Source: an optimization exercise on an open RTL-to-GDS flow (aim: small area and a short achievable clock period). Production flows keep margins and buffers that such runs may drop.
The RTL was checked by simulation tests, not by an equivalence proof against the original design.
Power figures rest on the tool's default switching activity, not on a simulated workload.

## flow/design.v (module list and top-level ports; edited modules follow where they fit)
// module IntegratedSystem: 1304 lines
module IntegratedSystem (A, B, C, clk);
  // ...
==> flow/flow/run.sh <==
#!/bin/bash
export BUFFER_PORTS_ARGS="-buffer_cell sky130_fd_sc_hd__buf_2"
bash standard.sh > standard.log 2>&1
==> flow/standard.sh <==
#!/bin/bash
# synth_recipe.tcl (not shown) runs the flow's synth.tcl, then flattens the netlist and writes it again
# the make line also repeats each setting of config.mk as NAME=value (left out here)
make -C /OpenROAD-flow-scripts/flow DESIGN_CONFIG=/design/flow/config.mk WORK_HOME=/design/flow/orfs CLKGATE_MAP_FILE= SYNTH_SCRIPT=/design/flow/synth_recipe.tcl "${@:-finish}"
==> flow/config.mk <==
export PLATFORM = sky130hd
export DESIGN_NAME = IntegratedSystem
export DESIGN_NICKNAME = IntegratedSystem
export VERILOG_FILES = /design/flow/design.v
export SDC_FILE = /design/flow/constraint.sdc
export NUM_CORES = 4
export LEC_CHECK = 0
export CAP_MARGIN = 20
export CORE_MARGIN = 2
export CORE_UTILIZATION = 40
export CTS_BUF_LIST = sky130_fd_sc_hd__clkbuf_8
export CTS_CLUSTER_SIZE = 30
export SETUP_SLACK_MARGIN = 3.9
export SLEW_MARGIN = 20
==> flow/constraint.sdc <==
create_clock -name core_clock -period 6.5 [get_ports {clk}]
set_input_delay 1.3000 -clock core_clock [delete_from_list [all_inputs] [get_ports {clk}]]
set_output_delay 1.3000 -clock core_clock [all_outputs]
set_load 0.01 [all_outputs]
==> flow_summary.ini, run 1 <==
[run_status]
run_status = finished clean

[floorplan]
initial_utilization_pct = 40.6
ios = 64
tap_cells = 285

[finish]
finish.utilization_pct = 45.8
fillers = 2143
sh_seq_area_pct = 28.7
clockBufferCount = 17

[setup_path]
critPathRequiredTime_ns = 6.87
start_kind = flip-flop
end_kind = flip-flop
rr_startpoint = r2[32]
r2r_end = C[29]

[place]
io_buffers = 63
dp_cells = 1165

[global_routing]
use_met1_pct = 25.3
grt_pass1_wl_um = 33700
grt.overflow.total = 0
grt_start_max_net_pins = 19
grt_pass1_vias = 6340

[run]
maxCapViolCount = 0

[timing]
setup_tns_ns = 0
setup_violations = 0

[power_and_ir_drop]
combPwrFrac_pct = 63.9
p_leak_nw = 4.27
clock_power_mw = 0.702
p_seq_share_pct = 24.4
p_total_mw = 6.01

[drt]
dr_wl_met3_um = 1170
dr.pass1.iters = 5

[synthesis]
syn-cell-area_mm2 = 0.00917
yosys.area_share.adder_pct = 26.4
synth_area_leaders = dfxtp_1, fa_1, xnor2_1, a22oi_1, ha_1
synth.top_cells.by_count = dfxtp_1, a22oi_1, xnor2_1
synth_warnings = 1

[clocking]
cts.repair.resized = 54
clk_pin_slew_ns = 0.09
==> run 2: changes to the inputs <==
==> flow/flow/run.sh (replaced) <==
#!/bin/bash
set -e
export BUFFER_PORTS_ARGS="-buffer_cell sky130_fd_sc_hd__buf_1"
WH=$(grep -o 'WORK_HOME=[^ ]*' standard.sh | head -1 | cut -d= -f2)
R=$WH/results/sky130hd/IntegratedSystem/base
bash standard.sh $R/1_2_yosys.v > synth.log 2>&1
cp $R/1_2_yosys.v standard_synth.v
python3 flow/fixpol.py $R/1_2_yosys.v > fixpol.log 2>&1
bash standard.sh > standard.log 2>&1
==> flow/flow/fixpol.py (new file) <==
#!/usr/bin/env python3
"""Remove inverters around full-adder cells in a Yosys netlist.

A full adder is self-dual: FA(~a, ~b, ~c) = (~sum, ~cout).  Yosys's adder
extraction leaves many inverters between full adders; flipping the polarity
of a full adder (inverting its three inputs and both outputs) removes the
inverters on its pins when that lowers the inverter count.  Registers and
every other cell are left as they are.

usage: fixpol.py NETLIST.v   (rewrites the file in place)
"""
import re
import sys

path = sys.argv[1]
text = open(path).read()

m = re.search(r'^module\s+(\S+)\s*\((.*?)\);', text, re.S | re.M)
head_end = m.end()
endm = text.rindex('endmodule')
body = re.sub(r'\(\*.*?\*\)', '', text[head_end:endm], flags=re.S)

# split body into statements
stmts = []
for st in re.finditer(r'(\(\*.*?\*\)\s*)*([^;]*?;)', body, re.S):
    s = st.group(2).strip()
    if s:
        stmts.append(s)

decls = []
insts = {}      # name -> [type, {pin: net}, order]
order = []
other = []
inst_re = re.compile(r'^(\S+)\s+(\\\S+\s|\S+)\s*\((.*)\)\s*;$', re.S)
for s in stmts:
    if re.match(r'^(input|output|inout|wire|reg)\b', s):
        decls.append(s)
        continue
    if s.startswith('assign'):
        other.append(s)
        continue
    mm = inst_re.match(s)
    if not mm:
        other.append(s)
        continue
    typ, name, conns = mm.group(1), mm.group(2).strip(), mm.group(3)
    pins = {}
    for pm in re.finditer(r'\.(\w+)\s*\(\s*(.*?)\s*\)\s*(,|$)', conns, re.S):
        pins[pm.group(1)] = pm.group(2)
    insts[name] = [typ, pins]
    order.append(name)

OUTPINS = {'X', 'Y', 'Q', 'Q_N', 'SUM', 'COUT', 'HI', 'LO'}
PORTS = set(x.strip() for x in m.group(2).split(','))


def is_inv(n):
    return insts[n][0].startswith('sky130_fd_sc_hd__inv_')


def is_fa(n):
    return insts[n][0].startswith('sky130_fd_sc_hd__fa_')


def build():
    drv, lds = {}, {}
    for n in order:
        if n not in insts:
            continue
        for p, net in insts[n][1].items():
            if not net:
                continue
            if p in OUTPINS:
                drv[net] = (n, p)
            else:
                lds.setdefault(net, []).append((n, p))
    return drv, lds


def base(net):
    return net.split('[')[0].lstrip('\\').strip()


def is_port(net):
    return base(net) in PORTS


cnt = [0]


def new_net():
    cnt[0] += 1
    n = f'_fixpol_n{cnt[0]}_'
    decls.append(f'wire {n};')
    return n


def new_inv(a):
    cnt[0] += 1
    name = f'_fixpol_i{cnt[0]}_'
    y = new_net()
    insts[name] = ['sky130_fd_sc_hd__inv_1', {'A': a, 'Y': y}]
    order.append(name)
    return y


def delta(fa, drv, lds):
    d = 0
    typ, pins = insts[fa]
    for p in ('A', 'B', 'CIN'):
        net = pins[p]
        dv = drv.get(net)
        if dv and is_inv(dv[0]):
            if len(lds.get(net, [])) == 1 and not is_port(net):
                d -= 1
        else:
            if not any(is_inv(i) for i, _ in lds.get(net, [])):
                d += 1
    for p in ('SUM', 'COUT'):
        net = pins.get(p)
        if not net:
            continue
        L = lds.get(net, [])
        if not L:
            continue
        plain = False
        for i, q in L:
            if is_inv(i) and not is_port(insts[i][1]['Y']):
                d -= 1
            else:
                plain = True
        if plain or is_port(net):
            d += 1
    return d


def flip(fa, drv, lds):
    typ, pins = insts[fa]
    for p in ('A', 'B', 'CIN'):
        net = pins[p]
        dv = drv.get(net)
        if dv and is_inv(dv[0]):
            pins[p] = insts[dv[0]][1]['A']
            if len(lds.get(net, [])) == 1 and not is_port(net):
                del insts[dv[0]]
        else:
            invs = [i for i, _ in lds.get(net, []) if is_inv(i)]
            if invs:
                pins[p] = insts[invs[0]][1]['Y']
            else:
                pins[p] = new_inv(net)
    for p in ('SUM', 'COUT'):
        net = pins.get(p)
        if not net:
            continue
        L = lds.get(net, [])
        if not L:
            continue
        plain = []
        for i, q in L:
            if is_inv(i) and not is_port(insts[i][1]['Y']):
                y = insts[i][1]['Y']
                for j, r in lds.get(y, []):
                    insts[j][1][r] = net
                del insts[i]
            else:
                plain.append((i, q))
        if plain:
            y = new_inv(net)
            for i, q in plain:
                insts[i][1][q] = y


before = sum(1 for n in insts if is_inv(n))
flips = 0
for it in range(50):
    changed = False
    for fa in [n for n in order if n in insts and is_fa(n)]:
        if fa not in insts:
            continue
        drv, lds = build()
        if delta(fa, drv, lds) < 0:
            flip(fa, drv, lds)
            flips += 1
            changed = True
    if not changed:
        break
after = sum(1 for n in insts if is_inv(n))

out = [text[:head_end]]
for d in decls:
    out.append('  ' + d)
for n in order:
    if n not in insts:
        continue
    typ, pins = insts[n]
    conn = ',\n'.join(f'    .{p}({v}{" " if v.startswith(chr(92)) else ""})' for p, v in pins.items())
    nm = n if not n.startswith('\\') else n + ' '
    out.append(f'  {typ} {nm} (\n{conn}\n  );')
for s in other:
    out.append('  ' + s)
out.append('endmodule\n')
open(path, 'w').write('\n'.join(out))
print(f'fixpol: {flips} full adders flipped, inverters {before} -> {after}')
--- a/flow/config.mk
+++ b/flow/config.mk
@@ -8,5 +8,5 @@
 export CAP_MARGIN = 20
 export CORE_MARGIN = 2
-export CORE_UTILIZATION = 40
+export CORE_UTILIZATION = 55
 export CTS_BUF_LIST = sky130_fd_sc_hd__clkbuf_8
 export CTS_CLUSTER_SIZE = 30
==> flow_summary.ini, run 2 <==
[drt]
top_layer_used = met4
ant_nets = 0
wl_met1_um = 9310
route.vias.total = 6095
dr.pass1.iters = 6
first_iter_violations = 427
dr_wl_met3_um = 1490
wl_um = 20500
wl_per_cell_um = 19.1
via_per_inst = 5.69
wl_met2_um = 9420
drcViolationCount = 0

[global_routing]
grt_pass1_wl_um = 33600
grt.overflow.total = 0
track_usage_pct = 24.7
grt_pass1_vias = 6288
antenna_found_initial = 0
grt_start_max_net_pins = 19

[synthesis]
synth_warnings = 1
syn_nets = 1000
syn_avg_cell_area_um2 = 10.8
syn-cell-area_mm2 = 0.00895
synthCells = 828

[clocking]
cts_buffer_depth = 2
clk_pin_slew_ns = 0.08
hold_buffers = 0
cts_sinks = 143
cts_root_buffer = clkbuf_8
clock_latency_ns = 0.45
cts_tree = built
ctsHtreeMaxLevel = 4
cts_buffers = 17

[finish]
final_area_mm2 = 0.00991
max_flop_register = r2
seq_area_mm2 = 0.00299
final_nets = 1015
finish.utilization_pct = 62.4
fillers = 1313
fin_cells = 1072
largestRegisters = r2 (72), C (31), r1_a (16)
area_growth_pct = 10.8
drive_gt1_share_pct = 12.4
final_common_cell = a22oi_1
multiInputGateArea_mm2 = 0.00581
n_antenna_cell = 0
final_cell_mix = a22oi_1, xnor2_1, dfxtp_1, fa_1, buf_1
largest_reg_flops = 72

[setup_path]
max_stage_delay_ns = 0.52
cp.arrival_ns = 2.93
crit_path_top_delay_cell = fa_1
rr_startpoint = r2[30]
endpoint = C[28]
critPathKind = flip-flop to flip-flop
path_delay_family = simple AND/OR/NAND/NOR gates
r2r_setup_slack_ns = 3.90
start_kind = flip-flop
path_max_fanout = 6
startpoint = r2[30]
crit_cells = 8
end_kind = flip-flop
path_buf_inv = 1
critPathRequiredTime_ns = 6.83
r2r_end = C[28]
crit_chain = fa_1 -> ha_4 -> nand4_1 -> buf_4 -> nand3b_4 -> a211oi_2 -> nand4bb_1 -> or3b_1
rr_worst_depth = 8

[timing]
period_share_pct = 40.0
slew_violations = 0
period_needed_ns = 2.60
skew_ns = 0.0123
setup_tns_ns = 0
worst_pin_slew_ns = 0.615
whs_ns = 0.454
slew_headroom_pct = 58.9
max_freq_mhz = 384
hold_violations = 0
setup_violations = 0
rsz0062_at_grt = yes

[worst_hold_path]
worstHoldStart = r2[1]
hold_class = flip-flop to flip-flop

[floorplan]
dieArea_mm2 = 0.0173
die_w_um = 132
ios = 64
initial_utilization_pct = 56.3
fp.dieH_um = 132
core_region_area_mm2 = 0.0159
rows = 46

[run]
maxCapViolCount = 0

[place]
dp_cells = 1038
io_buffers = 63
post-dp-hpwl_um = 14700
place_congestion = 0.871
post_dp_cell_area_mm2 = 0.00920

[power_and_ir_drop]
cellPowerDensity_mw_per_mm2 = 577
p_leak_nw = 3.80
ir_drop_mv = 0.369

[run_status]
run_status = finished clean
[run 2: repair_timing]
action	in CTS	in global routing
pin swaps	5	5
gates resized for setup	46	42
setup buffers	1	1
setup endpoints to repair	38	23
[run 2: routing by layer]
layer	GRT usage (%)	vias to the layer above
li1	-	2856
met1	35.1	2962
met2	37.8	257
met3	5.36	20
met4	7.55	0
met5	0	-
[run 2: cell type report]
cell class | count | share of cell area [%]
Timing Repair Buffer | 69 | 2.84
Multi-Input combinational cell | 577 | 58.6
Clock inverter | 14 | 1.92
Sequential cell | 143 | 30.1
Clock buffer | 18 | 2.50
Inverter | 35 | 1.33
Tap cell | 216 | 2.73
[run 2: worst reg2reg max path, cell delays in order, from the launching register on]
cell,delay [ns]
dfxtp_1,0.33
fa_1,0.52
ha_4,0.31
nand4_1,0.19
buf_4,0.19
nand3b_4,0.21
a211oi_2,0.24
nand4bb_1,0.15
or3b_1,0.34
[run 2: report_power, final]
part	internal [mW]	switching, mW	leakage [nW]
Combinational	1.58	1.89	2.37
Sequential	1.26	0.220	1.22
Clock	0.428	0.343	0.213
[run 2: worst min-delay path by stage]
stage	to	depth (start not counted)
6_report	C[0]	1
5_1_grt	C[0]	1
4_1_cts	C[3]	1
3_5_place_dp	C[0]	1
3_3_place_gp	C[0]	1
2_1_floorplan	r2[0]	0
[run 2: per-stage QoR]
stage,total power [mW],setup WS (ns)
2_1_floorplan,3.84,3.89
3_3_place_gp,4.50,3.64
3_5_place_dp,4.62,3.60
4_1_cts,5.62,3.87
5_1_grt,6.23,3.79
6_report,5.72,3.90
==> run 3: changes to the inputs <==
--- a/flow/config.mk
+++ b/flow/config.mk
@@ -8,5 +8,5 @@
 export CAP_MARGIN = 20
 export CORE_MARGIN = 2
-export CORE_UTILIZATION = 55
+export CORE_UTILIZATION = 40
 export CTS_BUF_LIST = sky130_fd_sc_hd__clkbuf_8
 export CTS_CLUSTER_SIZE = 30
==> flow_summary.ini, run 3 <==
[clocking]
cts_buffers = 17
cts_sinks = 143
cts_buffer_depth = 2
cts_tree = built
clk_pin_slew_ns = 0.08
cts_root_buffer = clkbuf_8
hold_buffers = 0
clock_latency_ns = 0.44
ctsHtreeMaxLevel = 4

[setup_path]
end_kind = flip-flop
critPathKind = flip-flop to flip-flop
path_max_fanout = 6
critPathRequiredTime_ns = 6.83
cp.arrival_ns = 2.91
start_kind = flip-flop

[global_routing]
track_usage_pct = 17.6
grt_pass1_vias = 6098
grt_pass1_wl_um = 33100
grt_start_max_net_pins = 19
grt.overflow.total = 0
antenna_found_initial = 0

[drt]
first_iter_violations = 480
route.vias.total = 6062
dr.pass1.iters = 5
wl_per_cell_um = 17.8
via_per_inst = 5.33
drcViolationCount = 0
ant_nets = 0
wl_um = 20200

[timing]
slew_violations = 0
skew_ns = 0.0166
max_freq_mhz = 388
slew_headroom_pct = 60.3
hold_violations = 0
worst_pin_slew_ns = 0.595
worst_slack_ns = 3.92
rsz0062_at_grt = yes
period_needed_ns = 2.58
setup_tns_ns = 0
setup_violations = 0
period_share_pct = 39.7

[power_and_ir_drop]
power.internal_mw = 3.17
combPwrFrac_pct = 61.4
p_clk_share_pct = 12.0
switching_share_pct = 43.1
p_switching_mw = 2.41
p_leak_nw = 3.78
ir_drop_mv = 0.251
cellPowerDensity_mw_per_mm2 = 565
p_seq_share_pct = 26.6

[floorplan]
rows = 54
dieArea_mm2 = 0.0236
die_w_um = 154
fp.dieH_um = 154
core_region_area_mm2 = 0.0219
ios = 64
initial_utilization_pct = 40.9

[place]
io_buffers = 63
post-dp-hpwl_um = 14200
place_ws_ns = 3.58
place_congestion = 0.844

[finish]
largest_reg_flops = 72
final_cell_mix = a22oi_1, xnor2_1, dfxtp_1, fa_1, buf_1
largestRegisters = r2 (72), C (31), r1_a (16)
drive_gt1_share_pct = 12.4
final_common_cell = a22oi_1
final_nets = 1017
n_antenna_cell = 0
max_flop_register = r2
area_growth_pct = 10.4
fillers = 2144

[run_status]
run_status = finished clean

[synthesis]
synthCells = 828
syn_nets = 1000
syn-cell-area_mm2 = 0.00895
syn_avg_cell_area_um2 = 10.8
synth_warnings = 1

[worst_hold_path]
hold_class = flip-flop to flip-flop

[run]
maxCapViolCount = 0
-- run 3: power groups by stage --
stage | logic, mW | clock network (mW) | registers [mW]
floorplan | 2.39 | 0 | 1.45
global placement | 3.07 | 0 | 1.50
detailed placement | 3.13 | 0 | 1.50
CTS | 3.33 | 0.692 | 1.49
global route | 3.87 | 0.729 | 1.52
finish | 3.43 | 0.671 | 1.48
-- run 3: cell type report --
cell class,instances,area (um2),area share (%)
timing repair buffer,71,297,3.00
tap,280,350,3.55
inverter,35,131,1.33
clock buffer,19,262,2.65
clock inverter,13,116,1.18
sequential,143,2960,29.9
multi-input combinational,577,5770,58.4
-- run 3: final timing paths --
check	end	start	slack, ns	cells after the start
worst min-delay path	C[0]	r2[1]	0.44	1
worst min register to register	C[0]	r2[1]	0.44	1
worst max-delay path	C[29]	r2[28]	3.92	8
worst max register to register	C[29]	r2[28]	3.92	8
-- run 3: through the flow --
step | utilization (%) | power (mW) | hold WS [ns] | cells | instance area, um2
final | 45.1 | 5.58 | 0.443 | 1138 | 9880
after global routing | 45.1 | 6.12 | 0.463 | 1138 | 9880
after CTS | 44.7 | 5.51 | 0.450 | 1135 | 9780
after detailed placement | 42.4 | 4.63 | 0.431 | 1101 | 9280
after global placement | 42.4 | 4.57 | 0.430 | 1101 | 9280
after floorplan | - | 3.84 | 0.330 | 828 | 8980
-- run 3: timing repair --
action                                  CTS  global route
pin swaps                                 5            14
endpoints found under the setup margin   34            25
buffers inserted                          2             3
resized for setup                        46            27
-- run 3: layer usage --
| layer | track usage, % | share of wire [%] | wire (um) |
|---|---|---|---|
| met2 | 27.3 | 46 | 9250 |
| met5 | 0 | 0 | 0 |
| met4 | 5.37 | 1.7 | 339 |
| met3 | 3.64 | 6.4 | 1290 |
| met1 | 24.9 | 46 | 9320 |
-- run 3: worst max-delay path: stages, from the launching register on --
cell and delay, ns:
dfxtp_1 0.32, fa_1 0.59, ha_4 0.22, a21oi_2 0.16, o21ai_2 0.08, a211oi_4 0.44
a21oi_1 0.20, o21a_1 0.20, o31a_1 0.25
==> run 4: changes to the inputs <==
==> flow/flow/run.sh (replaced) <==
#!/bin/bash
# Layout flow: the standard flow (standard.sh) with these changes.
#  1. Plain buffers (buf_1) instead of the default delay cells on the ports.
#  2. After the standard synthesis, the netlist is replaced by a gate-level
#     netlist that flow/gen.py writes from the same structure as the RTL
#     (same registers, same names and cell type; the combinational logic is
#     mapped by hand: full adders in one polarity, no stray inverters,
#     a Sklansky adder in alternating AOI/OAI cells).  If the register lists
#     differ, the standard netlist is kept (with fixpol.py's inverter cleanup).
set -e
export BUFFER_PORTS_ARGS="-buffer_cell sky130_fd_sc_hd__buf_1"
WH=$(grep -o 'WORK_HOME=[^ ]*' standard.sh | head -1 | cut -d= -f2)
R=$WH/results/sky130hd/IntegratedSystem/base
bash standard.sh $R/1_2_yosys.v > synth.log 2>&1
cp $R/1_2_yosys.v standard_synth.v
python3 flow/gen.py $(cat flow/gen_args.txt) -o gen_rtl.v --netlist gen_netlist.v > gen.log 2>&1
grep -o '\\[^ ]*\$_DFF_P_' standard_synth.v | sort > regs_standard.txt
grep -o '\\[^ ]*\$_DFF_P_' gen_netlist.v | sort > regs_gen.txt
strip() { grep -v '^\s*//' "$1" | sed 's://.*$::' | grep -v '^\s*$'; }
if cmp -s regs_standard.txt regs_gen.txt && cmp -s <(strip gen_rtl.v) <(strip design.v); then
  echo "using the generated netlist" > netlist_choice.log
  cp gen_netlist.v $R/1_2_yosys.v
else
  echo "using the standard netlist with fixpol" > netlist_choice.log
  python3 flow/fixpol.py $R/1_2_yosys.v > fixpol.log 2>&1
fi
bash standard.sh > standard.log 2>&1
==> flow/flow/gen.py (new file) <==
#!/usr/bin/env python3
"""Generate rtl/multiplier.v: 3-stage radix-4 Booth signed 16x16 multiplier.

Stage 1 (input -> R1): register A and the Booth digit encoding of B.
Stage 2 (R1 -> R2): partial products and timing-driven carry-save reduction,
  stopped at an estimated arrival-time budget; live bits are registered.
Stage 3 (R2 -> R3): remaining reduction to two rows and the final adder.
"""
import argparse
import re

ap = argparse.ArgumentParser()
ap.add_argument('--tcut', type=float, default=2.0)
ap.add_argument('--tpp', type=float, default=0.85)
ap.add_argument('--tq', type=float, default=0.40)
ap.add_argument('--ds', type=float, default=0.45)
ap.add_argument('--dc', type=float, default=0.40)
ap.add_argument('--hs', type=float, default=0.30)
ap.add_argument('--hc', type=float, default=0.25)
ap.add_argument('--ha2', type=int, default=0, help='allow ripple HA/FA final add in stage 2')
ap.add_argument('--sumsel', type=int, default=0)
ap.add_argument('--tree2', default='dadda')
ap.add_argument('--fastyle', type=int, default=0)
ap.add_argument('--adder', default='sk')
ap.add_argument('--extra', type=int, default=1)
ap.add_argument('--levels2', type=int, default=3)
ap.add_argument('--netlist', default='')
ap.add_argument('-o', default='multiplier.v')
args = ap.parse_args()

W = 31
lines = []
wires = []
cnt = [0]
ops = []

def new(prefix):
    cnt[0] += 1
    n = f'{prefix}{cnt[0]}'
    wires.append(n)
    return n

def reduce(cols, tlimit, stage, final_ok):
    """cols: list of lists of (expr, t). Greedy per column, LSB first."""
    done_low = True  # all lower columns have <= 1 dot
    for k in range(W):
        col = cols[k]
        while True:
            col.sort(key=lambda d: d[1])
            if len(col) >= 3 and (done_low or not final_ok):
                a, b, c = col[0], col[1], col[2]
                tm = max(a[1], b[1], c[1])
                if tm + args.ds > tlimit:
                    break
                s = new(f's{stage}_')
                lines.append(f'assign {s} = {a[0]} ^ {b[0]} ^ {c[0]};')
                del col[0:3]
                col.append((s, tm + args.ds))
                if k + 1 < W:
                    co = new(f'c{stage}_')
                    lines.append(f'assign {co} = ({a[0]} & {b[0]}) | ({a[0]} & {c[0]}) | ({b[0]} & {c[0]});')
                    cols[k + 1].append((co, tm + args.dc))
            elif len(col) == 2 and final_ok and done_low:
                a, b = col[0], col[1]
                tm = max(a[1], b[1])
                if tm + args.hs > tlimit:
                    break
                s = new(f's{stage}_')
                lines.append(f'assign {s} = {a[0]} ^ {b[0]};')
                del col[0:2]
                col.append((s, tm + args.hs))
                if k + 1 < W:
                    co = new(f'c{stage}_')
                    lines.append(f'assign {co} = {a[0]} & {b[0]};')
                    cols[k + 1].append((co, tm + args.hc))
            else:
                break
        if len(col) > 1:
            done_low = False
    return cols

def fa(cols, k, a, b, c, stage, nxt):
    tm = max(a[1], b[1], c[1])
    s = new(f's{stage}_')
    ops.append(['fa', a, b, c, s, None])
    if args.fastyle == 1 and k + 1 < W:
        co = new(f'c{stage}_')
        lines.append(f'assign {{{co}, {s}}} = {a[0]} + {b[0]} + {c[0]};')
        nxt[k].append((s, tm + args.ds))
        nxt[k + 1].append((co, tm + args.dc))
        return
    lines.append(f'assign {s} = {a[0]} ^ {b[0]} ^ {c[0]};')
    nxt[k].append((s, tm + args.ds))
    if k + 1 < W:
        co = new(f'c{stage}_')
        ops[-1][5] = co
        if args.fastyle == 2:
            lines.append(f'assign {co} = ({a[0]} & {b[0]}) | ({c[0]} & ({a[0]} ^ {b[0]}));')
        else:
            lines.append(f'assign {co} = ({a[0]} & {b[0]}) | ({a[0]} & {c[0]}) | ({b[0]} & {c[0]});')
        nxt[k + 1].append((co, tm + args.dc))

def ha(cols, k, a, b, stage, nxt):
    tm = max(a[1], b[1])
    s = new(f's{stage}_')
    ops.append(['ha', a, b, s, None])
    lines.append(f'assign {s} = {a[0]} ^ {b[0]};')
    nxt[k].append((s, tm + args.hs))
    if k + 1 < W:
        co = new(f'c{stage}_')
        ops[-1][4] = co
        lines.append(f'assign {co} = {a[0]} & {b[0]};')
        nxt[k + 1].append((co, tm + args.hc))

def dadda_level(cols, target, stage):
    nxt = [[] for _ in range(W)]
    for k in range(W):
        old = sorted(cols[k], key=lambda d: d[1])
        while len(old) + len(nxt[k]) > target:
            excess = len(old) + len(nxt[k]) - target
            if excess >= 2 and len(old) >= 3:
                fa(cols, k, old[0], old[1], old[2], stage, nxt); del old[0:3]
            elif len(old) >= 2:
                ha(cols, k, old[0], old[1], stage, nxt); del old[0:2]
            else:
                raise Exception('cannot reduce')
        nxt[k].extend(old)
    return nxt

def tdm(cols, target, stage):
    for k in range(W):
        col = cols[k]
        while len(col) > target:
            col.sort(key=lambda d: d[1])
            if len(col) - target >= 2:
                a, b, c = col[0], col[1], col[2]
                del col[0:3]
                fa(cols, k, a, b, c, stage, cols)
            else:
                a, b = col[0], col[1]
                del col[0:2]
                ha(cols, k, a, b, stage, cols)
    return cols

def one_level_plan(hs):
    """Plan a single reduction level (FA/HA on the given dots only) that
    leaves every column with at most two dots. Returns [(f, e)] or None."""
    plan = []
    cin = 0
    for k in range(W):
        h = hs[k]
        best = None
        for f in range(h // 3 + 1):
            for e in range((h - 3 * f) // 2 + 1):
                if h + cin - 2 * f - e <= 2:
                    if best is None or f + e < best[0] + best[1]:
                        best = (f, e)
        if best is None:
            return None
        plan.append(best)
        cin = best[0] + best[1] if k + 1 < W else 0
    return plan

def one_level(cols, stage):
    plan = one_level_plan([len(c) for c in cols])
    assert plan is not None
    nxt = [[] for _ in range(W)]
    for k in range(W):
        old = sorted(cols[k], key=lambda d: d[1])
        f, e = plan[k]
        for _ in range(f):
            fa(cols, k, old[0], old[1], old[2], stage, nxt); del old[0:3]
        for _ in range(e):
            ha(cols, k, old[0], old[1], stage, nxt); del old[0:2]
        nxt[k].extend(old)
    return nxt

def targets(h):
    seq = [2]
    while seq[-1] < h:
        seq.append(seq[-1] * 3 // 2)
    return [t for t in reversed(seq) if t < h]

# ---- stage 2 partial products
cols = [[] for _ in range(W)]
for i in range(8):
    for j in range(17):
        pos = 2 * i + j
        if pos >= W:
            continue
        aj = f'r1_a[{j}]' if j < 16 else 'r1_a[15]'
        ajm = f'r1_a[{j-1}]' if j >= 1 else "1'b0"
        p = new('pp_')
        ops.append(['pp', p, i, j])
        if j >= 1:
            lines.append(f'assign {p} = ((r1_one[{i}] & {aj}) | (r1_two[{i}] & {ajm})) ^ r1_neg[{i}];')
        else:
            lines.append(f'assign {p} = (r1_one[{i}] & {aj}) ^ r1_neg[{i}];')
        if j == 16:
            cols[pos].append((f'~{p}', args.tpp))
        else:
            cols[pos].append((p, args.tpp))
    cols[2 * i].append((f'r1_neg[{i}]', args.tq))
K = (-sum(1 << (16 + 2 * i) for i in range(8))) % (1 << W)
for k in range(W):
    if (K >> k) & 1:
        cols[k].append(("1'b1", 0.0))

hmax = max(len(c) for c in cols)
tl = targets(hmax)
print('heights', [len(c) for c in cols], 'targets', tl)
if args.tree2 == 'tdm':
    cols = tdm(cols, 3, 2)
else:
    for t in tl[:args.levels2]:
        cols = dadda_level(cols, t, 2)
print('stage2 max arrival %.3f' % max(d[1] for c in cols for d in c))
print('col arrivals', ' '.join('%d:%.2f/%d' % (k, max([d[1] for d in cols[k]] + [0]), len(cols[k])) for k in range(W)))
if args.extra == 2:
    changed = True
    while changed:
        changed = False
        order = sorted(range(W), key=lambda k: max([d[1] for d in cols[k]] + [0]))
        for k in order:
            col = cols[k]
            col.sort(key=lambda d: d[1])
            if len(col) < 3 or max(d[1] for d in col[:3]) + args.ds > args.tcut:
                continue
            hs = [len(c) for c in cols]
            hs[k] -= 2
            if k + 1 < W:
                hs[k + 1] += 1
            if one_level_plan(hs) is None:
                continue
            a, b, c = col[0], col[1], col[2]
            del col[0:3]
            fa(cols, k, a, b, c, 2, cols)
            changed = True
            break
if args.extra == 1:
    # extra full adders where time allows and heights stay <= 3
    changed = True
    while changed:
        changed = False
        for k in reversed(range(W)):
            col = cols[k]
            col.sort(key=lambda d: d[1])
            if len(col) >= 3 and max(d[1] for d in col[:3]) + args.ds <= args.tcut \
                    and (k + 1 >= W or len(cols[k + 1]) + 1 <= 3):
                a, b, c = col[0], col[1], col[2]
                del col[0:3]
                fa(cols, k, a, b, c, 2, cols)
                changed = True
if args.ha2:
    # ripple-add the low columns while each one can be finished in time
    import copy
    saves = []
    for k in range(W):
        if len(cols[k]) <= 1:
            continue
        save = (copy.deepcopy(cols), len(lines), len(wires))
        col = cols[k]
        ok = True
        while len(col) > 1:
            col.sort(key=lambda d: d[1])
            if len(col) >= 3:
                a, b, c = col[0], col[1], col[2]
                if max(a[1], b[1], c[1]) + args.ds > args.tcut:
                    ok = False; break
                del col[0:3]
                fa(cols, k, a, b, c, 2, cols)
            else:
                a, b = col[0], col[1]
                if max(a[1], b[1]) + args.hs > args.tcut:
                    ok = False; break
                del col[0:2]
                ha(cols, k, a, b, 2, cols)
        if not ok:
            cols = save[0]; del lines[save[1]:]; del wires[save[2]:]
            while saves and len(cols[k]) > 3:
                k, sv = saves.pop()
                cols = sv[0]; del lines[sv[1]:]; del wires[sv[2]:]
            break
        saves.append((k, save))
# registers R2
r2 = []
for k in range(W):
    for d in cols[k]:
        r2.append((k, d[0]))
n2 = len(r2)
cols3 = [[] for _ in range(W)]
reg2_lines = []
for idx, (k, e) in enumerate(r2):
    if e == "1'b1":
        cols3[k].append(("1'b1", 0.0))
    else:
        reg2_lines.append(f'    r2[{idx}] <= {e};')
        cols3[k].append((f'r2[{idx}]', args.tq))
if one_level_plan([len(c) for c in cols3]) is not None:
    cols3 = one_level(cols3, 3)
else:
    hmax = max(len(c) for c in cols3)
    for t in targets(hmax):
        cols3 = dadda_level(cols3, t, 3)
xs, ys = [], []
for k in range(W):
    c = cols3[k]
    assert len(c) <= 2
    xs.append(c[0][0] if len(c) > 0 else "1'b0")
    ys.append(c[1][0] if len(c) > 1 else "1'b0")

# final adder: explicit Sklansky prefix adder over the two-row columns
lo = 0
while lo < W and len(cols3[lo]) <= 1:
    lo += 1
sum_bits = [xs[k] for k in range(lo)]
if lo < W and args.adder == 'plus':
    n = W - lo
    lines.append('wire [%d:0] fpx = {%s};' % (n-1, ', '.join(reversed(xs[lo:]))))
    lines.append('wire [%d:0] fpy = {%s};' % (n-1, ', '.join(reversed(ys[lo:]))))
    lines.append('wire [%d:0] fps = fpx + fpy;' % (n-1))
    sum_bits += ['fps[%d]' % i for i in range(n)]
elif lo < W:
    n = W - lo
    g = []; p = []
    for k in range(lo, W):
        gk = new('g_'); pk = new('p_')
        lines.append(f'assign {gk} = {xs[k]} & {ys[k]};')
        lines.append(f'assign {pk} = {xs[k]} ^ {ys[k]};')
        g.append(gk); p.append(pk)
    G = list(g); P = list(p)
    d = 1
    if args.adder == 'bk':
        # Brent-Kung: up-sweep then down-sweep
        def op(i, j):
            gn = new('G_'); pn = new('P_')
            lines.append(f'assign {gn} = {G[i]} | ({P[i]} & {G[j]});')
            lines.append(f'assign {pn} = {P[i]} & {P[j]};')
            G[i] = gn; P[i] = pn
        d = 1
        while d < n:
            for i in range(2 * d - 1, n, 2 * d):
                op(i, i - d)
            d *= 2
        d //= 2
        while d >= 1:
            for i in range(3 * d - 1, n, 2 * d):
                op(i, i - d)
            d //= 2
        d = n
    while d < n:
        G2 = list(G); P2 = list(P)
        for i in range(n):
            if args.adder == 'ks':
                j = i - d if i - d >= 0 else None
            else:
                j = (i // d) * d - 1 if (i // d) % 2 == 1 else None
            if j is not None:
                gn = new('G_')
                lines.append(f'assign {gn} = {G[i]} | ({P[i]} & {G[j]});')
                G2[i] = gn
                if True:
                    pn = new('P_')
                    lines.append(f'assign {pn} = {P[i]} & {P[j]};')
                    P2[i] = pn
        G, P = G2, P2
        d *= 2
    for i in range(n):
        if i == 0:
            sum_bits.append(p[0])
        else:
            sb = new('sum_')
            if args.sumsel:
                lines.append(f'assign {sb} = {G[i-1]} ? ~{p[i]} : {p[i]};')
            else:
                lines.append(f'assign {sb} = {p[i]} ^ {G[i-1]};')
            sum_bits.append(sb)
out = []
out.append('// Generated by gen/gen.py: three-stage radix-4 Booth signed multiplier.')
out.append('module IntegratedSystem (A, B, C, clk);')
out.append('input clk;\ninput [15:0] A;\ninput [15:0] B;\noutput [30:0] C;')
out.append('reg [30:0] C;')
out.append('// stage 1: operand A and Booth digits of B')
out.append('reg [15:0] r1_a;\nreg [7:0] r1_one, r1_two, r1_neg;')
out.append('wire [16:0] bx = {B, 1\'b0};')
out.append('wire [7:0] e_one, e_two, e_neg;')
out.append('genvar g;')
out.append('generate for (g = 0; g < 8; g = g + 1) begin : enc')
out.append('  assign e_one[g] = bx[2*g+1] ^ bx[2*g];')
out.append('  assign e_two[g] = (bx[2*g+2] & ~bx[2*g+1] & ~bx[2*g]) | (~bx[2*g+2] & bx[2*g+1] & bx[2*g]);')
out.append('  assign e_neg[g] = bx[2*g+2];')
out.append('end endgenerate')
out.append('always @(posedge clk) begin\n    r1_a <= A;\n    r1_one <= e_one;\n    r1_two <= e_two;\n    r1_neg <= e_neg;\nend')
out.append(f'// stage 2: partial products, partial reduction ({n2} bits registered)')
out.append(f'reg [{n2-1}:0] r2;')
for w in wires:
    out.append(f'wire {w};')
out.extend(lines)
out.append('wire [30:0] fsum = {' + ', '.join(reversed(sum_bits)) + '};')
out.append('always @(posedge clk) begin')
out.extend(reg2_lines)
out.append('    C <= fsum;')
out.append('end')
out.append('endmodule')
open(args.o, 'w').write('\n'.join(out) + '\n')
print(f'R2 bits: {n2}; col heights at cut:', [len(c) for c in cols])

# ---------------------------------------------------------------------------
# Optional gate-level netlist of the same structure, in sky130_fd_sc_hd cells.
if args.netlist:
    P_ = 'sky130_fd_sc_hd__'
    cells = []          # (type, name, {pin: net})
    nid = [0]
    alias = {}

    def nn(prefix='n'):
        nid[0] += 1
        return f'{prefix}_{nid[0]}'

    def cell(typ, pins):
        nid[0] += 1
        cells.append((P_ + typ, f'g_{nid[0]}', pins))

    def net(e):
        e = alias.get(e, e)
        if e.startswith('~pp_'):
            return 'ppn_' + e[4:]
        m = re.match(r'^(r1_a|r1_one|r1_two|r1_neg|r2)\[(\d+)\]$', e)
        if m:
            return f'{m.group(1)}_{m.group(2)}'
        assert re.match(r'^[A-Za-z_][A-Za-z0-9_]*$', e), e
        return e

    signbits = set()
    for op in ops:
        for d in (op[1:4] if op[0] == 'fa' else op[1:3] if op[0] == 'ha' else []):
            if d[0].startswith('~pp_'):
                signbits.add(d[0][1:])
    for d in r2:
        if d[1].startswith('~pp_'):
            signbits.add(d[1][1:])
    for op in ops:
        if op[0] == 'pp':
            _, p, i, j = op
            y = nn('ppy')
            if j == 0:
                cell('nand2_1', {'A': f'r1_one_{i}', 'B': 'r1_a_0', 'Y': y})
            else:
                aj = f'r1_a_{min(j, 15)}'
                cell('a22oi_1', {'A1': f'r1_one_{i}', 'A2': aj, 'B1': f'r1_two_{i}', 'B2': f'r1_a_{j-1}', 'Y': y})
            if p in signbits:
                cell('xor2_1', {'A': y, 'B': f'r1_neg_{i}', 'X': 'ppn_' + p[3:]})
            else:
                cell('xnor2_1', {'A': y, 'B': f'r1_neg_{i}', 'Y': p})
        elif op[0] == 'fa':
            _, a, b, c, s, co = op
            ins = [a, b, c]
            consts = [d for d in ins if d[0] == "1'b1"]
            vs = [d for d in ins if d[0] != "1'b1"]
            if consts:
                assert len(consts) == 1
                cell('xnor2_1', {'A': net(vs[0][0]), 'B': net(vs[1][0]), 'Y': s})
                if co:
                    cell('or2_1', {'A': net(vs[0][0]), 'B': net(vs[1][0]), 'X': co})
                continue
            vs.sort(key=lambda d: d[1])
            pins = {'A': net(vs[0][0]), 'B': net(vs[1][0]), 'CIN': net(vs[2][0]), 'SUM': s}
            if co:
                pins['COUT'] = co
                cell('fa_1', pins)
            else:
                cell('xor3_1', {'A': pins['A'], 'B': pins['B'], 'C': pins['CIN'], 'X': s})
        elif op[0] == 'ha':
            _, a, b, s, co = op
            if a[0] == "1'b1" or b[0] == "1'b1":
                x = b if a[0] == "1'b1" else a
                cell('inv_1', {'A': net(x[0]), 'Y': s})
                if co:
                    alias[co] = x[0]
                continue
            if co:
                cell('ha_1', {'A': net(a[0]), 'B': net(b[0]), 'SUM': s, 'COUT': co})
            else:
                cell('xor2_1', {'A': net(a[0]), 'B': net(b[0]), 'X': s})

    # final adder: Sklansky prefix with alternating-polarity AOI/OAI cells
    class S:
        def __init__(self, n, inv=False, const=None):
            self.n, self.inv, self.const = n, inv, const

    def inv_of(x):
        y = nn('iv')
        cell('inv_1', {'A': x.n, 'Y': y})
        return S(y, not x.inv)

    def norm(sigs):
        ninv = sum(1 for x in sigs if x.inv)
        want = ninv * 2 > len(sigs)
        return [x if x.inv == want else inv_of(x) for x in sigs], want

    def ao21(gi, pi, gj):      # gi | pi & gj
        if gj.const == 0:
            return gi
        if gi.const == 0:
            return and2(pi, gj)
        (gi, pi, gj), inv = norm([gi, pi, gj])
        y = nn('pg')
        if not inv:
            cell('a21oi_1', {'A1': pi.n, 'A2': gj.n, 'B1': gi.n, 'Y': y})
            return S(y, True)
        cell('o21ai_0', {'A1': pi.n, 'A2': gj.n, 'B1': gi.n, 'Y': y})
        return S(y, False)

    def and2(a, b):
        if a.const == 0 or b.const == 0:
            return S('', const=0)
        (a, b), inv = norm([a, b])
        y = nn('pp2')
        if not inv:
            cell('nand2_1', {'A': a.n, 'B': b.n, 'Y': y})
            return S(y, True)
        cell('nor2_1', {'A': a.n, 'B': b.n, 'Y': y})
        return S(y, False)

    xn = [net(x) if x != "1'b0" else None for x in xs]
    yn = [net(y) if y != "1'b0" else None for y in ys]
    sumn = []
    for k in range(lo):
        sumn.append(xn[k])
    if lo < W:
        n = W - lo
        g, p = [], []
        for k in range(lo, W):
            if yn[k] is None:
                g.append(S('', const=0)); p.append(S(xn[k]))
            else:
                gk, pk = nn('g'), nn('p')
                cell('ha_1', {'A': xn[k], 'B': yn[k], 'SUM': pk, 'COUT': gk})
                g.append(S(gk)); p.append(S(pk))
        G, Pp = list(g), list(p)
        d = 1
        while d < n:
            G2, P2 = list(G), list(Pp)
            for i in range(n):
                if (i // d) % 2 == 1:
                    j = (i // d) * d - 1
                    G2[i] = ao21(G[i], Pp[i], G[j])
                    P2[i] = and2(Pp[i], Pp[j])
            G, Pp = G2, P2
            d *= 2
        for i in range(n):
            if i == 0:
                sumn.append(p[0].n)
                continue
            c = G[i - 1]
            sb = nn('sum')
            if c.const == 0:
                sumn.append(p[i].n)
                continue
            if c.inv:
                cell('xnor2_1', {'A': p[i].n, 'B': c.n, 'Y': sb})
            else:
                cell('xor2_1', {'A': p[i].n, 'B': c.n, 'X': sb})
            sumn.append(sb)

    # registers, named as the standard synthesis names them
    regs = []
    for j in range(16):
        regs.append((f'r1_a[{j}]', f'A[{j}]', f'r1_a_{j}'))
    for i in range(8):
        regs.append((f'r1_neg[{i}]', f'B[{2*i+1}]', f'r1_neg_{i}'))
        if i == 0:
            regs.append((f'r1_one[0]', 'B[0]', 'r1_one_0'))
            e2 = nn('enc')
            cell('and2b_1', {'A_N': 'B[0]', 'B': 'B[1]', 'X': e2})
            regs.append((f'r1_two[0]', e2, 'r1_two_0'))
        else:
            e1, xn2, e2 = nn('enc'), nn('enc'), nn('enc')
            cell('xor2_1', {'A': f'B[{2*i}]', 'B': f'B[{2*i-1}]', 'X': e1})
            cell('xnor2_1', {'A': f'B[{2*i+1}]', 'B': f'B[{2*i}]', 'Y': xn2})
            cell('nor2_1', {'A': xn2, 'B': e1, 'Y': e2})
            regs.append((f'r1_one[{i}]', e1, f'r1_one_{i}'))
            regs.append((f'r1_two[{i}]', e2, f'r1_two_{i}'))
    for idx, (k, e) in enumerate(r2):
        if e != "1'b1":
            regs.append((f'r2[{idx}]', net(e), f'r2_{idx}'))
    for k in range(W):
        regs.append((f'C[{k}]', sumn[k], f'C[{k}]'))

    # drop unused cells (e.g. prefix P terms nobody reads)
    while True:
        used = set(d for _, d, _ in regs)
        for typ, nm, pins in cells:
            for pn, v in pins.items():
                if pn not in ('X', 'Y', 'SUM', 'COUT'):
                    used.add(v)
        keep = []
        for c in cells:
            outs = [v for pn, v in c[2].items() if pn in ('X', 'Y', 'SUM', 'COUT')]
            if any(o in used for o in outs):
                keep.append(c)
        if len(keep) == len(cells):
            break
        cells = keep
    for typ, nm, pins in cells:
        for pn in list(pins):
            if pn in ('SUM', 'COUT') and pins[pn] not in used and typ.endswith(('fa_1', 'ha_1')):
                pins[pn] = ''

    wires = set()
    for typ, nm, pins in cells:
        wires.update(v for v in pins.values() if v and '[' not in v)
    for _, d, q in regs:
        if '[' not in d:
            wires.add(d)
        if '[' not in q:
            wires.add(q)
    o = ['// Gate-level netlist generated by gen.py from the same structure as rtl/multiplier.v',
         'module IntegratedSystem(A, B, C, clk);',
         '  input [15:0] A;', '  input [15:0] B;', '  output [30:0] C;', '  input clk;']
    for w in sorted(wires):
        o.append(f'  wire {w};')
    for typ, nm, pins in cells:
        o.append(f'  {typ} {nm} (' + ', '.join(f'.{pn}({v})' for pn, v in pins.items()) + ');')
    for rn, d, q in regs:
        o.append(f'  {P_}dfxtp_1 \\{rn}$_DFF_P_  (.CLK(clk), .D({d}), .Q({q}));')
    o.append('endmodule')
    open(args.netlist, 'w').write('\n'.join(o) + '\n')
==> flow/flow/gen_args.txt (new file) <==
--tpp 0.95 --tq 0.35 --ds 0.53 --dc 0.45 --tcut 2.46 --extra 2 --adder sk
--- a/flow/config.mk
+++ b/flow/config.mk
@@ -11,4 +11,4 @@
 export CTS_BUF_LIST = sky130_fd_sc_hd__clkbuf_8
 export CTS_CLUSTER_SIZE = 30
-export SETUP_SLACK_MARGIN = 3.9
+export SETUP_SLACK_MARGIN = 4.2
 export SLEW_MARGIN = 20
==> flow_summary.ini, run 4 <==
[setup_path]
end_kind = flip-flop
cp_common_cell = fa_1
critPathKind = flip-flop to flip-flop
cp.arrival_ns = 2.65
path_max_fanout = 7
max_stage_delay_ns = 0.49
crit_path_top_delay_cell = fa_1
rr_startpoint = r1_a[15]
startpoint = r1_a[15]
critPathRequiredTime_ns = 6.83
r2r_end = r2[53]
endpoint = r2[53]
crit_chain = buf_6 -> a22oi_2 -> xor2_1 -> fa_1 -> fa_2 -> fa_1
rr_worst_depth = 6
r2r_setup_slack_ns = 4.18
start_kind = flip-flop

[global_routing]
grt_pass1_vias = 6311
antenna_found_initial = 0
track_usage_pct = 18.5
grt_pass1_wl_um = 32100
grt.overflow.total = 0
grt_start_max_net_pins = 19

[timing]
worst_pin_slew_ns = 0.373
slew_headroom_pct = 74.8
setup_violations = 0
skew_ns = 0.0155
slew_violations = 0
hold_violations = 0
period_needed_ns = 2.32
rsz0062_at_grt = yes
setup_tns_ns = 0
period_share_pct = 35.7
max_freq_mhz = 431

[finish]
largest_reg_flops = 72
final_nets = 1086
n_antenna_cell = 0
finish.utilization_pct = 51.8
final_common_cell = xnor2_1
drive_gt1_share_pct = 26.1
area_growth_pct = 27.5
largestRegisters = r2 (72), C (31), r1_a (16)
max_flop_register = r2
final_cell_mix = xnor2_1, a22oi_1, dfxtp_1, fa_1, buf_4

[synthesis]
synthCells = 765
syn-cell-area_mm2 = 0.00852
syn_avg_cell_area_um2 = 11.1
syn_nets = 928
synth_warnings = 1

[power_and_ir_drop]
p_leak_nw = 4.18
cellPowerDensity_mw_per_mm2 = 597
ir_drop_mv = 0.351

[drt]
first_iter_violations = 419
wl_met1_um = 8800
dr_wl_met3_um = 947
ant_nets = 0
via_per_inst = 5.18
top_layer_used = met4
drcViolationCount = 0
route.vias.total = 6271
wl_um = 20100
wl_per_cell_um = 16.6
dr.pass1.iters = 5
wl_met2_um = 9850

[floorplan]
rows = 53
fp.dieH_um = 150
die_w_um = 150
core_region_area_mm2 = 0.0210
ios = 64
initial_utilization_pct = 40.6
dieArea_mm2 = 0.0225

[clocking]
cts_buffers = 17
clock_latency_ns = 0.46
ctsHtreeMaxLevel = 4
cts_root_buffer = clkbuf_8
cts_buffer_depth = 2
clk_pin_slew_ns = 0.09
cts_tree = built
hold_buffers = 0
cts_sinks = 143

[run]
maxCapViolCount = 0

[worst_hold_path]
hold_class = flip-flop to flip-flop
hold_depth = 1

[run_status]
run_status = finished clean

[place]
io_buffers = 63
post-dp-hpwl_um = 13200
place_congestion = 0.791
==> run 4: worst min-delay path by stage <==
stage           from  endpoint  slack [ns]
6_report       r2[2]      C[1]        0.45
5_1_grt        r2[2]      C[1]        0.48
4_1_cts        r2[2]      C[1]        0.44
3_5_place_dp   r2[2]      C[1]        0.45
3_3_place_gp   r2[1]      C[0]        0.43
2_1_floorplan  r2[1]      C[0]        0.42
==> run 4: power breakdown <==
group	internal (mW)	switching [mW]	total (mW)
registers	1.27	0.205	1.48
logic	2.03	2.19	4.22
clock network	0.423	0.364	0.788
total	3.73	2.76	6.48
==> run 4: repair_timing <==
action / 4_1_cts / 5_1_grt
pin swaps: 16 / 44
endpoints found under the hold margin: 0 / 0
gates cloned: 0 / 1
endpoints found under the setup margin: 38 / 42
setup buffers: 30 / 43
gates resized for setup: 58 / 107
==> run 4: stage by stage <==
stage / worst slack (ns) / power [mW] / hold slack (ns) / instance area, um2 / std cells
finish: 4.18 / 6.48 / 0.451 / 10900 / 1211
global route: 4.10 / 7.09 / 0.478 / 10900 / 1211
CTS: 4.18 / 5.44 / 0.444 / 10000 / 1167
detailed placement: 3.85 / 4.40 / 0.445 / 9180 / 1105
global placement: 3.92 / 4.34 / 0.434 / 9180 / 1105
floorplan: 4.20 / 3.69 / 0.420 / 8580 / 765
==> run 4: cell type report <==
cell class	instances	area, um2
timing repair buffer	139	885
clock inverter	15	206
tap	275	344
fill	1878	10100
inverter	45	169
sequential	143	3010
multi-input combinational	577	6020
clock buffer	17	234
==> run 4: routing by layer <==
layer	up-vias	GRT usage [%]
li1	2961	-
met1	3083	24.0
met2	194	30.0
met3	33	3.72
met4	0	8.25
met5	-	0
==> run 4: critical path, delay by kind of cell, from the launching register on <==
kind | cells | cell delay, ns
adder cells (fa/ha/maj) | 3 | 1.33
XOR/XNOR | 1 | 0.20
AO/OA/AOI/OAI | 1 | 0.13
buffers and inverters | 1 | 0.15
flip-flops | 1 | 0.39
==> run 5: changes to the inputs <==
--- a/flow/flow/run.sh
+++ b/flow/flow/run.sh
@@ -10,4 +10,5 @@
 set -e
 export BUFFER_PORTS_ARGS="-buffer_cell sky130_fd_sc_hd__buf_1"
+export RECOVER_POWER=100
 WH=$(grep -o 'WORK_HOME=[^ ]*' standard.sh | head -1 | cut -d= -f2)
 R=$WH/results/sky130hd/IntegratedSystem/base
--- a/flow/config.mk
+++ b/flow/config.mk
@@ -11,4 +11,4 @@
 export CTS_BUF_LIST = sky130_fd_sc_hd__clkbuf_8
 export CTS_CLUSTER_SIZE = 30
-export SETUP_SLACK_MARGIN = 4.2
+export SETUP_SLACK_MARGIN = 4.1
 export SLEW_MARGIN = 20
==> flow_summary.ini, run 5 <==
[timing]
period_needed_ns = 3.16
skew_ns = 0.00977
hold_violations = 0
max_freq_mhz = 316
slew_violations = 0
setup_tns_ns = 0
period_share_pct = 48.7
rsz0062_at_grt = yes
worst_pin_slew_ns = 0.972
slew_headroom_pct = 35.1
setup_violations = 0

[setup_path]
rr_startpoint = r2[19]
path_max_fanout = 15
start_kind = flip-flop
critPathRequiredTime_ns = 6.88
rr_worst_depth = 10
r2r_end = C[19]
end_kind = flip-flop
cp.arrival_ns = 3.54
critPathKind = flip-flop to flip-flop
r2r_setup_slack_ns = 3.34

[drt]
dr.pass1.iters = 5
first_iter_violations = 342
wl_per_cell_um = 16.5
drcViolationCount = 0
wl_um = 19100
via_per_inst = 5.15
ant_nets = 0
route.vias.total = 5968

[finish]
n_antenna_cell = 0
drive_gt1_share_pct = 12.7
fillers = 1983
final_common_cell = xnor2_1
largestRegisters = r2 (72), C (31), r1_a (16)
largest_reg_flops = 72
fin_cells = 1159
final_nets = 1034
final_cell_mix = xnor2_1, a22oi_1, dfxtp_1, fa_1, buf_1
area_growth_pct = 17.7
max_flop_register = r2
finish.utilization_pct = 47.8

[place]
post-dp-hpwl_um = 13000
io_buffers = 63
dp_cells = 1103
place_congestion = 0.803

[global_routing]
grt_start_max_net_pins = 19
grt_pass1_vias = 6034
antenna_found_initial = 0
track_usage_pct = 17.9
grt.overflow.total = 0
grt_pass1_wl_um = 31300

[power_and_ir_drop]
p_total_mw = 5.51
ir_drop_mv = 0.256
cellPowerDensity_mw_per_mm2 = 550
p_leak_nw = 3.83

[worst_hold_path]
hold_depth = 1
hold_end = C[1]
hold_class = flip-flop to flip-flop
worstHoldStart = r2[2]

[floorplan]
core_region_area_mm2 = 0.0210
initial_utilization_pct = 40.6
fp.dieH_um = 150
die_w_um = 150
ios = 64
dieArea_mm2 = 0.0225
rows = 53

[synthesis]
synth_warnings = 1
syn-cell-area_mm2 = 0.00852
syn_nets = 928
syn_avg_cell_area_um2 = 11.1
synthCells = 765

[clocking]
cts_root_buffer = clkbuf_8
cts_sinks = 143
clock_latency_ns = 0.45
cts_tree = built
ctsHtreeMaxLevel = 4
clk_pin_slew_ns = 0.08
cts_buffer_depth = 2
cts_buffers = 17

[run_status]
run_status = finished clean

[run]
maxCapViolCount = 0
==> run 5: changes by cell type in the layout (fill, tap and decap cells not counted), moves of 5 or more <==
cell      previous run  this run
buf_1               58        63
fa_2                14         0
o21ai_2              8         0
a22oi_2             25         2
a22oi_1            103       126
o21ai_0             15        25
fa_1                75        89
a21oi_4              6         1
clkbuf_2             5         0
buf_4               70        21
xnor2_2              6         0
xnor2_1            148       154
a21oi_2             11         6
a21oi_1             20        30
==> run 5: area by class of cell <==
cell class	count	area [um2]	share of cell area, %
multi-input cells	577	5650	56.4
flip-flops and latches	143	3000	30.0
repair buffers	87	409	4.08
well taps	275	344	3.43
clock buffers	19	262	2.61
clock inverters	13	186	1.86
inverters	45	169	1.69
==> run 5: power by group <==
group	total, mW	internal (mW)	leakage, nW	switching (mW)
combinational	3.24	1.47	2.38	1.77
clock	0.783	0.440	0.226	0.343
sequential	1.49	1.27	1.22	0.215
total	5.51	3.18	3.83	2.33
==> run 5: what timing repair did <==
item / CTS / global route
endpoints found under the setup margin: 45 / 34
hold buffers: 0 / 0
gates resized for setup: 70 / 41
buffers inserted: 3 / 21
pin swaps: 3 / 13
==> run 5: per-layer routing <==
layer	part of all wire [%]	global-route usage, %	vias up
met5	0	0	-
met4	1.4	5.71	0
met3	6.0	4.05	22
met2	48	29.6	189
met1	45	23.2	2909
li1	-	-	2848
==> run 5: through the flow <==
stage | worst slack, ns | hold slack, ns | area (um2)
after CTS | 4.10 | 0.452 | 9760
after global placement | 3.70 | 0.439 | 9110
final | 3.34 | 0.450 | 10000
after floorplan | 4.12 | 0.420 | 8530
after detailed placement | 3.64 | 0.439 | 9110
after global routing | 3.04 | 0.467 | 10000
==> run 5: worst max path at each step <==
stage	from	cells after the start	slack (ns)	to
2_1_floorplan	r1_one[1]	5	4.12	r2[38]
3_3_place_gp	r2[17]	9	3.70	C[19]
3_5_place_dp	r2[17]	9	3.64	C[19]
6_report	r2[19]	10	3.34	C[19]
5_1_grt	r2[19]	10	3.04	C[24]
4_1_cts	r2[21]	10	4.10	C[19]
==> run 5: critical path: stages, from the launching register on <==
cell and delay, ns:
dfxtp_1 0.32, fa_1 0.52, ha_4 0.31, nand2_2 0.07
o21ai_0 0.54, a21oi_2 0.16, o21ai_4 0.08, clkbuf_1 0.60
inv_1 0.08, o21ai_0 0.21, xor2_1 0.19
==> run 6: changes to the inputs <==
--- a/flow/flow/run.sh
+++ b/flow/flow/run.sh
@@ -10,5 +10,4 @@
 set -e
 export BUFFER_PORTS_ARGS="-buffer_cell sky130_fd_sc_hd__buf_1"
-export RECOVER_POWER=100
 WH=$(grep -o 'WORK_HOME=[^ ]*' standard.sh | head -1 | cut -d= -f2)
 R=$WH/results/sky130hd/IntegratedSystem/base
==> flow_summary.ini, run 6 <==
[setup_path]
path_buf_inv = 0
critPathRequiredTime_ns = 6.83
crit_cells = 5
path_delay_family = adder cells
cp_common_cell = fa_1
startpoint = r1_a[15]
crit_path_top_delay_cell = fa_1
rr_startpoint = r1_a[15]
rr_worst_depth = 5
max_stage_delay_ns = 0.49
endpoint = r2[47]
start_kind = flip-flop
crit_chain = a22oi_2 -> xor2_1 -> fa_1 -> fa_1 -> fa_1
r2r_setup_slack_ns = 4.17
cp.arrival_ns = 2.66
end_kind = flip-flop
r2r_end = r2[47]
critPathKind = flip-flop to flip-flop
path_max_fanout = 13

[finish]
max_flop_register = r2
final_common_cell = xnor2_1
n_antenna_cell = 0
final_nets = 1034
area_growth_pct = 18.4
largestRegisters = r2 (72), C (31), r1_a (16)
fin_cells = 1159
largest_reg_flops = 72
final_cell_mix = xnor2_1, a22oi_1, dfxtp_1, fa_1, buf_1
drive_gt1_share_pct = 13.9

[timing]
max_freq_mhz = 430
setup_tns_ns = 0
worst_pin_slew_ns = 0.517
slew_violations = 0
hold_violations = 0
slew_headroom_pct = 65.5
rsz0062_at_grt = yes
setup_violations = 0
period_share_pct = 35.8
period_needed_ns = 2.33
skew_ns = 0.00920

[place]
post-dp-hpwl_um = 13000
io_buffers = 63
place_congestion = 0.803
dp_cells = 1103

[global_routing]
grt.overflow.total = 0
antenna_found_initial = 0
grt_pass1_wl_um = 31300
track_usage_pct = 17.9
grt_start_max_net_pins = 19
grt_pass1_vias = 6034

[power_and_ir_drop]
p_leak_nw = 3.85
switching_share_pct = 42.2
power.internal_mw = 3.25
ir_drop_mv = 0.346
p_clk_share_pct = 13.9
cellPowerDensity_mw_per_mm2 = 558
combPwrFrac_pct = 59.7
p_switching_mw = 2.37
p_seq_share_pct = 26.4

[run_status]
run_status = finished clean

[clocking]
cts_tree = built
hold_buffers = 0
clock_latency_ns = 0.45
cts_buffer_depth = 2
clk_pin_slew_ns = 0.08
cts_buffers = 17
cts_sinks = 143
ctsHtreeMaxLevel = 4
cts_root_buffer = clkbuf_8

[synthesis]
syn_avg_cell_area_um2 = 11.1
synth_warnings = 1
synthCells = 765
syn_nets = 928
syn-cell-area_mm2 = 0.00852

[drt]
dr.pass1.iters = 5
wl_per_cell_um = 16.4
route.vias.total = 6008
wl_um = 19000
first_iter_violations = 387
ant_nets = 0
drcViolationCount = 0
via_per_inst = 5.18

[floorplan]
initial_utilization_pct = 40.6
dieArea_mm2 = 0.0225
die_w_um = 150
rows = 53
ios = 64
fp.dieH_um = 150
core_region_area_mm2 = 0.0210

[run]
maxCapViolCount = 0

[worst_hold_path]
hold_depth = 1
hold_class = flip-flop to flip-flop
[run 6: worst register-to-register path: cells and delay by family, from the launching register on]
| family | cells | cell delay, ns |
|---|---|---|
| fa+ha+maj | 3 | 1.38 |
| flops | 1 | 0.41 |
| compound gates | 1 | 0.21 |
| xor+xnor | 1 | 0.21 |
[run 6: how the worst min path moves through the flow]
stage          startpoint    to  slack, ns
6_report            r2[2]  C[1]       0.45
4_1_cts             r2[2]  C[1]       0.45
2_1_floorplan       r2[1]  C[0]       0.42
5_1_grt             r2[1]  C[0]       0.47
3_3_place_gp        r2[2]  C[1]       0.44
3_5_place_dp        r2[1]  C[0]       0.44
[run 6: power by group through the flow]
stage	registers [mW]	clock network [mW]	logic [mW]
global placement	1.52	0	2.80
floorplan	1.51	0	2.15
CTS	1.50	0.810	3.07
global route	1.53	0.849	3.85
detailed placement	1.52	0	2.85
finish	1.49	0.782	3.36
[run 6: per-layer routing]
| metal | track usage (%) | part of all wire [%] |
|---|---|---|
| met3 | 4.05 | 5.9 |
| met4 | 5.71 | 1.4 |
| met1 | 23.2 | 45 |
| met2 | 29.6 | 48 |
| met5 | 0 | 0 |
[run 6: cell type report]
type | count | area [um2]
sequential | 143 | 3010
clock buffer | 19 | 262
clock inverter | 13 | 186
inverter | 45 | 169
tap | 275 | 344
fill | 1974 | 10900
multi-input combinational | 577 | 5680
timing repair buffer | 87 | 429
[run 6: per-stage QoR]
| step | hold slack [ns] | total power, mW | util [%] | cell area (um2) | setup slack (ns) |
|---|---|---|---|---|---|
| 2_1_floorplan | 0.420 | 3.66 | - | 8530 | 4.12 |
| 3_3_place_gp | 0.439 | 4.32 | 43.5 | 9110 | 3.70 |
| 3_5_place_dp | 0.439 | 4.37 | 43.5 | 9110 | 3.64 |
| 4_1_cts | 0.452 | 5.38 | 46.6 | 9760 | 4.10 |
| 5_1_grt | 0.467 | 6.22 | 48.1 | 10100 | 4.07 |
| 6_report | 0.450 | 5.63 | 48.1 | 10100 | 4.17 |
[run 6: timing repair]
item,CTS,global route
endpoints found under the hold margin,0,0
gates resized for setup,70,41
setup endpoints to repair,45,34
setup buffers,3,21
pin swaps,3,13
==> run 7: changes to the inputs <==
--- a/flow/flow/gen.py
+++ b/flow/flow/gen.py
@@ -489,8 +489,12 @@
             self.n, self.inv, self.const = n, inv, const
 
+    invcache = {}
+
     def inv_of(x):
-        y = nn('iv')
-        cell('inv_1', {'A': x.n, 'Y': y})
-        return S(y, not x.inv)
+        if x.n not in invcache:
+            y = nn('iv')
+            cell('inv_1', {'A': x.n, 'Y': y})
+            invcache[x.n] = y
+        return S(invcache[x.n], not x.inv)
 
     def norm(sigs):
--- a/flow/config.mk
+++ b/flow/config.mk
@@ -11,4 +11,4 @@
 export CTS_BUF_LIST = sky130_fd_sc_hd__clkbuf_8
 export CTS_CLUSTER_SIZE = 30
-export SETUP_SLACK_MARGIN = 4.1
+export SETUP_SLACK_MARGIN = 4.0
 export SLEW_MARGIN = 20
==> flow_summary.ini, run 7 <==
[timing]
rsz0062_at_grt = yes
period_needed_ns = 2.42
worst_slack_ns = 4.08
setup_violations = 0
period_share_pct = 37.3
setup_tns_ns = 0
skew_ns = 0.0178
hold_violations = 0
max_freq_mhz = 413
worst_pin_slew_ns = 0.572
slew_headroom_pct = 61.9
slew_violations = 0

[clocking]
cts_tree = built
cts_buffers = 17
clock_latency_ns = 0.45
cts_sinks = 143
clk_pin_slew_ns = 0.08
cts_buffer_depth = 2
ctsHtreeMaxLevel = 4
cts_root_buffer = clkbuf_8
hold_buffers = 0

[setup_path]
r2r_setup_slack_ns = 4.08
max_stage_delay_ns = 0.70
start_kind = flip-flop
crit_chain = xnor2_1 -> fa_1 -> fa_1 -> fa_1
path_max_fanout = 18
cp.arrival_ns = 2.74
cp_common_cell = fa_1
r2r_end = r2[41]
critPathRequiredTime_ns = 6.82
path_buf_inv = 0
path_delay_family = adder cells
end_kind = flip-flop
rr_worst_depth = 4
critPathKind = flip-flop to flip-flop
rr_startpoint = r1_neg[2]
crit_path_top_delay_cell = dfxtp_2

[run_status]
run_status = finished clean

[finish]
fillers = 1977
largest_reg_flops = 72
drive_gt1_share_pct = 11.8
final_nets = 1004
multiInputGateArea_mm2 = 0.00566
final_cell_mix = xnor2_1, a22oi_1, dfxtp_1, fa_1, buf_1
seq_area_mm2 = 0.00298
final_common_cell = xnor2_1
final_area_mm2 = 0.00976
n_antenna_cell = 0
largestRegisters = r2 (72), C (31), r1_a (16)
max_flop_register = r2
area_growth_pct = 15.2

[drt]
via_per_inst = 5.22
ant_nets = 0
wl_um = 19000
first_iter_violations = 480
drcViolationCount = 0
dr.pass1.iters = 6
route.vias.total = 5890
wl_per_cell_um = 16.8

[global_routing]
grt_pass1_wl_um = 31400
track_usage_pct = 18.2
grt_pass1_vias = 6067
grt.overflow.total = 0
grt_start_max_net_pins = 25
antenna_found_initial = 0

[floorplan]
ios = 64
fp.dieH_um = 150
dieArea_mm2 = 0.0224
rows = 53
initial_utilization_pct = 40.5
die_w_um = 150
core_region_area_mm2 = 0.0209

[synthesis]
syn_avg_cell_area_um2 = 11.3
syn-cell-area_mm2 = 0.00847
synthCells = 752
synth_warnings = 1
syn_nets = 915

[place]
place_ws_ns = 3.71
post-dp-hpwl_um = 13300
io_buffers = 63
post_dp_cell_area_mm2 = 0.00908
place_congestion = 0.825

[power_and_ir_drop]
p_leak_nw = 3.65
ir_drop_mv = 0.266
cellPowerDensity_mw_per_mm2 = 551

[worst_hold_path]
hold_end = C[0]
hold_depth = 1
hold_class = flip-flop to flip-flop
worstHoldStart = r2[1]

[run]
maxCapViolCount = 0
run 7: per-layer routing:
metal | routed length [um] | GRT usage, % | part of all wire [%] | vias up
met1 | 8220 | 23.6 | 43 | 2875
met3 | 1090 | 3.78 | 5.8 | 32
met4 | 512 | 6.81 | 2.7 | 0
met2 | 9120 | 30.0 | 48 | 191
met5 | 0 | 0 | 0 | -
li1 | - | - | - | 2792
run 7: final cells by class:
type                    count  share of cell area [%]
well taps                 275                    3.53
clock buffers              18                    2.54
clock inverters            14                    1.22
inverters                  32                    1.23
flip-flops and latches    143                    30.5
multi-input cells         577                    58.0
repair buffers             70                    2.96
run 7: how the worst max path moves through the flow:
stage | start | to | cells past startpoint
2_1_floorplan | r1_neg[2] | r2[41] | 4
3_3_place_gp | r1_neg[2] | r2[41] | 4
3_5_place_dp | r1_neg[2] | r2[41] | 4
4_1_cts | r1_one[1] | r2[47] | 5
5_1_grt | r2[21] | C[18] | 10
6_report | r1_neg[2] | r2[41] | 4
run 7: report_power, final:
group	total, mW	internal [mW]	switching, mW
registers	1.49	1.27	0.220
logic	3.22	1.46	1.76
clock network	0.660	0.311	0.349
total	5.38	3.04	2.33
run 7: per-stage QoR:
| step | instances | util (%) | hold slack (ns) | total power [mW] |
|---|---|---|---|---|
| after floorplan | 752 | - | 0.420 | 3.60 |
| after global routing | 1129 | 46.7 | 0.462 | 5.98 |
| after CTS | 1128 | 45.7 | 0.450 | 5.13 |
| after global placement | 1094 | 43.5 | 0.429 | 4.30 |
| after detailed placement | 1094 | 43.5 | 0.431 | 4.35 |
| final | 1129 | 46.7 | 0.445 | 5.38 |
run 7: worst register-to-register path, cell delays in order (launching register included):
cell and delay (ns):
dfxtp_2 0.70, xnor2_1 0.19, fa_1 0.54, fa_1 0.43
fa_1 0.45
run 7: repair_timing:
item,CTS,global route
pin swaps,2,4
resized for setup,45,54
setup endpoints to repair,38,32
setup buffers,2,1

[separate check: timing with driven ports]
No port has a modelled driver above. Below, the same layouts with a new extraction and two added sets of constraints. Step 1 sets driving cells, clkbuf_16 on the clock port and buf_2 on the other inputs (assumed; they add their load-dependent delay and slew). Step 2 also shifts input and output timing later by t, the mid clock arrival at the registers, as if the neighbouring blocks saw the same clock. Three values: ideal ports, drivers, drivers and shift; two values: the first two.
run | t (ns) | slack for setup (ns) | pins driven straight from the clock port
run 1 | 0.506 | 3.821 / 3.821 / 3.821 | 1
run 2 | 0.479 | 3.897 / 3.897 / 3.897 | 1
run 3 | 0.475 | 3.920 / 3.920 / 3.920 | 1
run 4 | 0.496 | 4.179 / 4.179 / 4.179 | 1
run 5 | 0.489 | 3.338 / 3.338 / 3.338 | 1
run 6 | 0.487 | 4.172 / 4.172 / 4.172 | 1
run 7 | 0.483 | 4.078 / 4.078 / 4.078 | 1
After both steps every run listed still meets setup and hold.
